From an optimization exercise on the open Yosys and OpenROAD flow, aimed at small area and a short achievable clock period; shortcuts taken in it are not production practice. Function was checked by simulation only, so behaviour that the tests miss may differ from the original.

==> flow/design.v <==
`timescale 1ns / 1ps
module ALU(
    input [15:0] A,
    input [15:0] B,
    input sub,
    output [15:0] sum
    );
    wire [15:0] b = B ^ {16{sub}};
    wire [15:0] p0 = A ^ b;
    wire [15:0] g0 = A & b;
    wire [15:0] g1, p1, g2, p2, g3, p3, g4;
    wire [15:0] gi = {g0[15:1], g0[0] | (p0[0] & sub)};
    genvar i;
    generate
        for (i = 0; i < 16; i = i + 1) begin : ks
            if (i >= 1) begin
                assign g1[i] = gi[i] | (p0[i] & gi[i-1]);
                assign p1[i] = p0[i] & p0[i-1];
            end else begin
                assign g1[i] = gi[i];
                assign p1[i] = p0[i];
            end
            if (i >= 2) begin
                assign g2[i] = g1[i] | (p1[i] & g1[i-2]);
                assign p2[i] = p1[i] & p1[i-2];
            end else begin
                assign g2[i] = g1[i];
                assign p2[i] = p1[i];
            end
            if (i >= 4) begin
                assign g3[i] = g2[i] | (p2[i] & g2[i-4]);
                assign p3[i] = p2[i] & p2[i-4];
            end else begin
                assign g3[i] = g2[i];
                assign p3[i] = p2[i];
            end
            if (i >= 8)
                assign g4[i] = g3[i] | (p3[i] & g3[i-8]);
            else
                assign g4[i] = g3[i];
        end
    endgenerate
    assign sum = p0 ^ {g4[14:0], sub};
endmodule
`timescale 1ns / 1ps
module PC(
    input clk,
    input rst,
    input stop,
    input [15:0] PCin,
    output reg [15:0] PCout
    );
    always @(posedge clk)
        if (rst)
            PCout <= 16'h0000;
        else if (stop)
            PCout <= 16'h0040;
        else
            PCout <= PCin;
endmodule
`timescale 1ns / 1ps
module branchUnit(
    input [3:0] op,
    input [15:0] pc,
    input [15:0] A,
    input [15:0] B,
    output [15:0] npc
    );
    wire taken = (op == 4'hC && A == 16'h0000) |
                 (op == 4'hD && A[15]) |
                 (op == 4'hE && !A[15]);
    assign npc = taken ? B : pc + 16'd1;
endmodule
`timescale 1ns / 1ps
module controlUnit(
    input reset,
    input [3:0] op,
    input [3:0] rd,
    input [3:0] rb,
    output clear,
    output wen,
    output [3:0] waddr,
    output store
    );
    wire is_load = (op == 4'h1);
    wire writes_rd = (op >= 4'h2) && (op <= 4'hB);
    assign waddr = is_load ? rb : rd;
    assign wen   = is_load | writes_rd;
    assign clear = reset | (op == 4'hF);
    assign store = (op == 4'h0);
endmodule
`timescale 1ns / 1ps
module mainSelect(
    input [3:0] op,
    input [7:0] imm,
    input [15:0] A,
    input [15:0] B,
    input [15:0] rdata,
    output reg [15:0] result
    );
    wire [15:0] sum, sh;
    ALU ALU(.A(A), .B(B), .sub(op[0]), .sum(sum));
    shiftUnit shiftUnit(.A(A), .B(B), .left(op == 4'h9), .arith(op == 4'hB), .dataOut(sh));
    always @(*)
        case (op)
            4'h1: result = rdata;
            4'h2: result = {imm, 8'h00};
            4'h3: result = {8'h00, imm};
            4'h4, 4'h5: result = sum;
            4'h6: result = A & B;
            4'h7: result = A | B;
            4'h8: result = A ^ B;
            4'h9, 4'hA, 4'hB: result = sh;
            default: result = sum;
        endcase
endmodule
`timescale 1ns / 1ps
module registerFile(
    input clk,
    input clear,
    input wen,
    input [3:0] waddr,
    input [15:0] wdata,
    input [3:0] ra,
    input [3:0] rb,
    output [15:0] A,
    output [15:0] B
    );
    wire [15:0] d = wdata & {16{~clear}};
    wire [16*16-1:0] flat;
    assign flat[15:0] = 16'h0000;
    genvar g;
    generate
        for (g = 1; g < 16; g = g + 1) begin : r
            reg [15:0] q;
            wire en = clear | (wen && waddr == g);
            always @(posedge clk)
                if (en)
                    q <= d;
            assign flat[16*g +: 16] = q;
        end
    endgenerate
    assign A = flat[16*ra +: 16];
    assign B = flat[16*rb +: 16];
endmodule
module shiftUnit(input [15:0] A, input [15:0] B, input left, input arith, output [15:0] dataOut);
    function [15:0] rev(input [15:0] x);
        integer k;
        for (k = 0; k < 16; k = k + 1) rev[k] = x[15 - k];
    endfunction
    wire fill = arith & A[15];
    wire big = |B[15:4];
    wire [15:0] x0 = left ? rev(A) : A;
    wire [15:0] x1 = B[3] ? {{8{fill}}, x0[15:8]} : x0;
    wire [15:0] x2 = B[2] ? {{4{fill}}, x1[15:4]} : x1;
    wire [15:0] x3 = B[1] ? {{2{fill}}, x2[15:2]} : x2;
    wire [15:0] x4 = B[0] ? {fill, x3[15:1]} : x3;
    wire [15:0] s = big ? {16{fill}} : x4;
    assign dataOut = left ? rev(s) : s;
endmodule
`timescale 1ns / 1ps
module datapathAndControl(
    input reset,
    input clk,
    output [15:0] imem_addr,
    input [15:0] imem_data,
    output [15:0] dmem_addr,
    output [15:0] dmem_wdata,
    output dmem_we,
    input [15:0] dmem_rdata
    );
    wire [3:0] op = imem_data[3:0];
    wire [3:0] rd = imem_data[7:4];
    wire [3:0] ra = imem_data[11:8];
    wire [3:0] rb = imem_data[15:12];
    wire [15:0] A, B, result, pc, npc;
    wire        clear, wen;
    wire [3:0]  waddr;
    controlUnit controlUnit(.reset(reset), .op(op), .rd(rd), .rb(rb),
        .clear(clear), .wen(wen), .waddr(waddr), .store(dmem_we));
    registerFile registerFile(.clk(clk), .clear(clear), .wen(wen), .waddr(waddr),
        .wdata(result), .ra(ra), .rb(rb), .A(A), .B(B));
    mainSelect mainSelect(.op(op), .imm(imem_data[15:8]), .A(A), .B(B),
        .rdata(dmem_rdata), .result(result));
    branchUnit branchUnit(.op(op), .pc(pc), .A(A), .B(B), .npc(npc));
    PC PC(.clk(clk), .rst(reset), .stop(op == 4'hF), .PCin(npc), .PCout(pc));
    assign imem_addr  = pc;
    assign dmem_addr  = B;
    assign dmem_wdata = A;
endmodule
Settings: LEC_CHECK=0, CAP_MARGIN=20, CORE_MARGIN=2, CORE_UTILIZATION=40, SETUP_SLACK_MARGIN=1.5, SLEW_MARGIN=20, SYNTH_HIERARCHICAL=1, TNS_END_PERCENT=100; clock period 6.0 ns.
standard.sh (not shown) runs the stock make flow with config.mk's settings and CLKGATE_MAP_FILE= SYNTH_SCRIPT=/design/flow/synth_recipe.tcl, a recipe that flattens the netlist after the stock synthesis.
==> flow/flow/run.sh <==
#!/bin/bash
# Own layout flow: the standard ORFS flow (hierarchical synthesis), with only the ABC
# technology mapping changed. The arithmetic modules (ALU, shiftUnit) are mapped with
# flow/abc_fast.script, which keeps their parallel structure; every other module with
# flow/abc_speed.script. Registers are mapped before ABC runs, so they are the standard
# synthesis's. Each tool's output goes to a log of its own in this folder and under orfs/logs/.
set -euo pipefail
WORK="$(cd "$(dirname "${BASH_SOURCE[0]}")/.." && pwd)"
cd "$WORK"
rm -rf "$WORK/scripts_own"
cp -r "$FLOW_HOME/scripts" "$WORK/scripts_own"
cp "$WORK/flow/abc_speed.script" "$WORK/scripts_own/abc_speed.script"
cp "$WORK/flow/abc_fast.script" "$WORK/scripts_own/abc_fast.script"
# map the arithmetic modules first with the structure-keeping script, then the rest
python3 - "$WORK/scripts_own/synth.tcl" <<'PY'
import sys
p = sys.argv[1]
s = open(p).read()
old = "  log_cmd abc {*}$abc_args\n"
assert s.count(old) == 1
new = ("  set fast_args [lreplace $abc_args 1 1 $::env(SCRIPTS_DIR)/abc_fast.script]\n"
       "  foreach m {ALU shiftUnit} {\n"
       "    if {[llength [tee -q -s result.string select -list $m]] > 0} { log_cmd abc {*}$fast_args $m }\n"
       "  }\n"
       + old)
open(p, "w").write(s.replace(old, new))
PY
bash "$WORK/standard.sh" "SCRIPTS_DIR=$WORK/scripts_own" finish > "$WORK/make_finish.log" 2>&1
test -s "$WORK/out/final.def"
==> flow/flow/abc_fast.script <==
strash
map -D 1500
topo
buffer
upsize
dnsize
==> flow/flow/abc_speed.script <==
strash
&get -n
&syn2
&dch
&put
map -D 1500
topo
buffer
upsize
dnsize
Change:
==> flow/run.sh (new file) <==
#!/bin/bash
# synth_recipe.tcl (not shown) runs the flow's synth.tcl, then flattens the netlist and writes it again
# the make line also repeats each setting of config.mk as NAME=value (left out here)
make -C /OpenROAD-flow-scripts/flow DESIGN_CONFIG=/design/flow/config.mk WORK_HOME=/design/flow/orfs CLKGATE_MAP_FILE= SYNTH_SCRIPT=/design/flow/synth_recipe.tcl finish
--- a/flow/config.mk
+++ b/flow/config.mk
@@ -10,5 +10,4 @@
 export CORE_UTILIZATION = 40
-export SETUP_SLACK_MARGIN = 1.5
+export SETUP_SLACK_MARGIN = 1.0
 export SLEW_MARGIN = 20
-export SYNTH_HIERARCHICAL = 1
 export TNS_END_PERCENT = 100
removed: flow/flow/run.sh
removed: flow/flow/abc_fast.script
removed: flow/flow/abc_speed.script
removed: flow/standard.sh
=>
- final cell count decreases by about 20%
- via count went down by about 18%
- wire length is lower by 6.7%
- utilization is lower by 1.3 points
- maximum frequency went down by 9.4%
- cell area decreases by 3.0%

==> what the ideal ports hide <==
No port has a modelled driver above. Below, the same layouts with a new extraction and two added sets of constraints.
Step 1 (the two cells are an assumption about what drives the block):
set clk [get_ports {clk}]
set_driving_cell -lib_cell sky130_fd_sc_hd__clkbuf_16 $clk
set_driving_cell -lib_cell sky130_fd_sc_hd__buf_2 [delete_from_list [all_inputs] $clk]
Step 2, shift: input delay + t, output delay - t, t = (earliest + latest rising clock arrival at the registers) / 2. This alone moves slack from input paths to output paths.
a / b / c = ideal ports / drivers / drivers and shift; a / b = the first two.
run | t, ns | slack for setup (ns) | hold WS [ns]
the first run | 0.627 | 1.480 / 1.466 / 0.886 | 0.622 / 0.622 / 0.622
the second run | 0.611 | 1.012 / 0.992 / 0.537 | 0.512 / 0.512 / 0.512
After both steps every run listed still meets setup and hold. For the first run, which loses most, drivers alone change the setup slack by -0.014 ns; drivers and shift together by -0.594 ns.
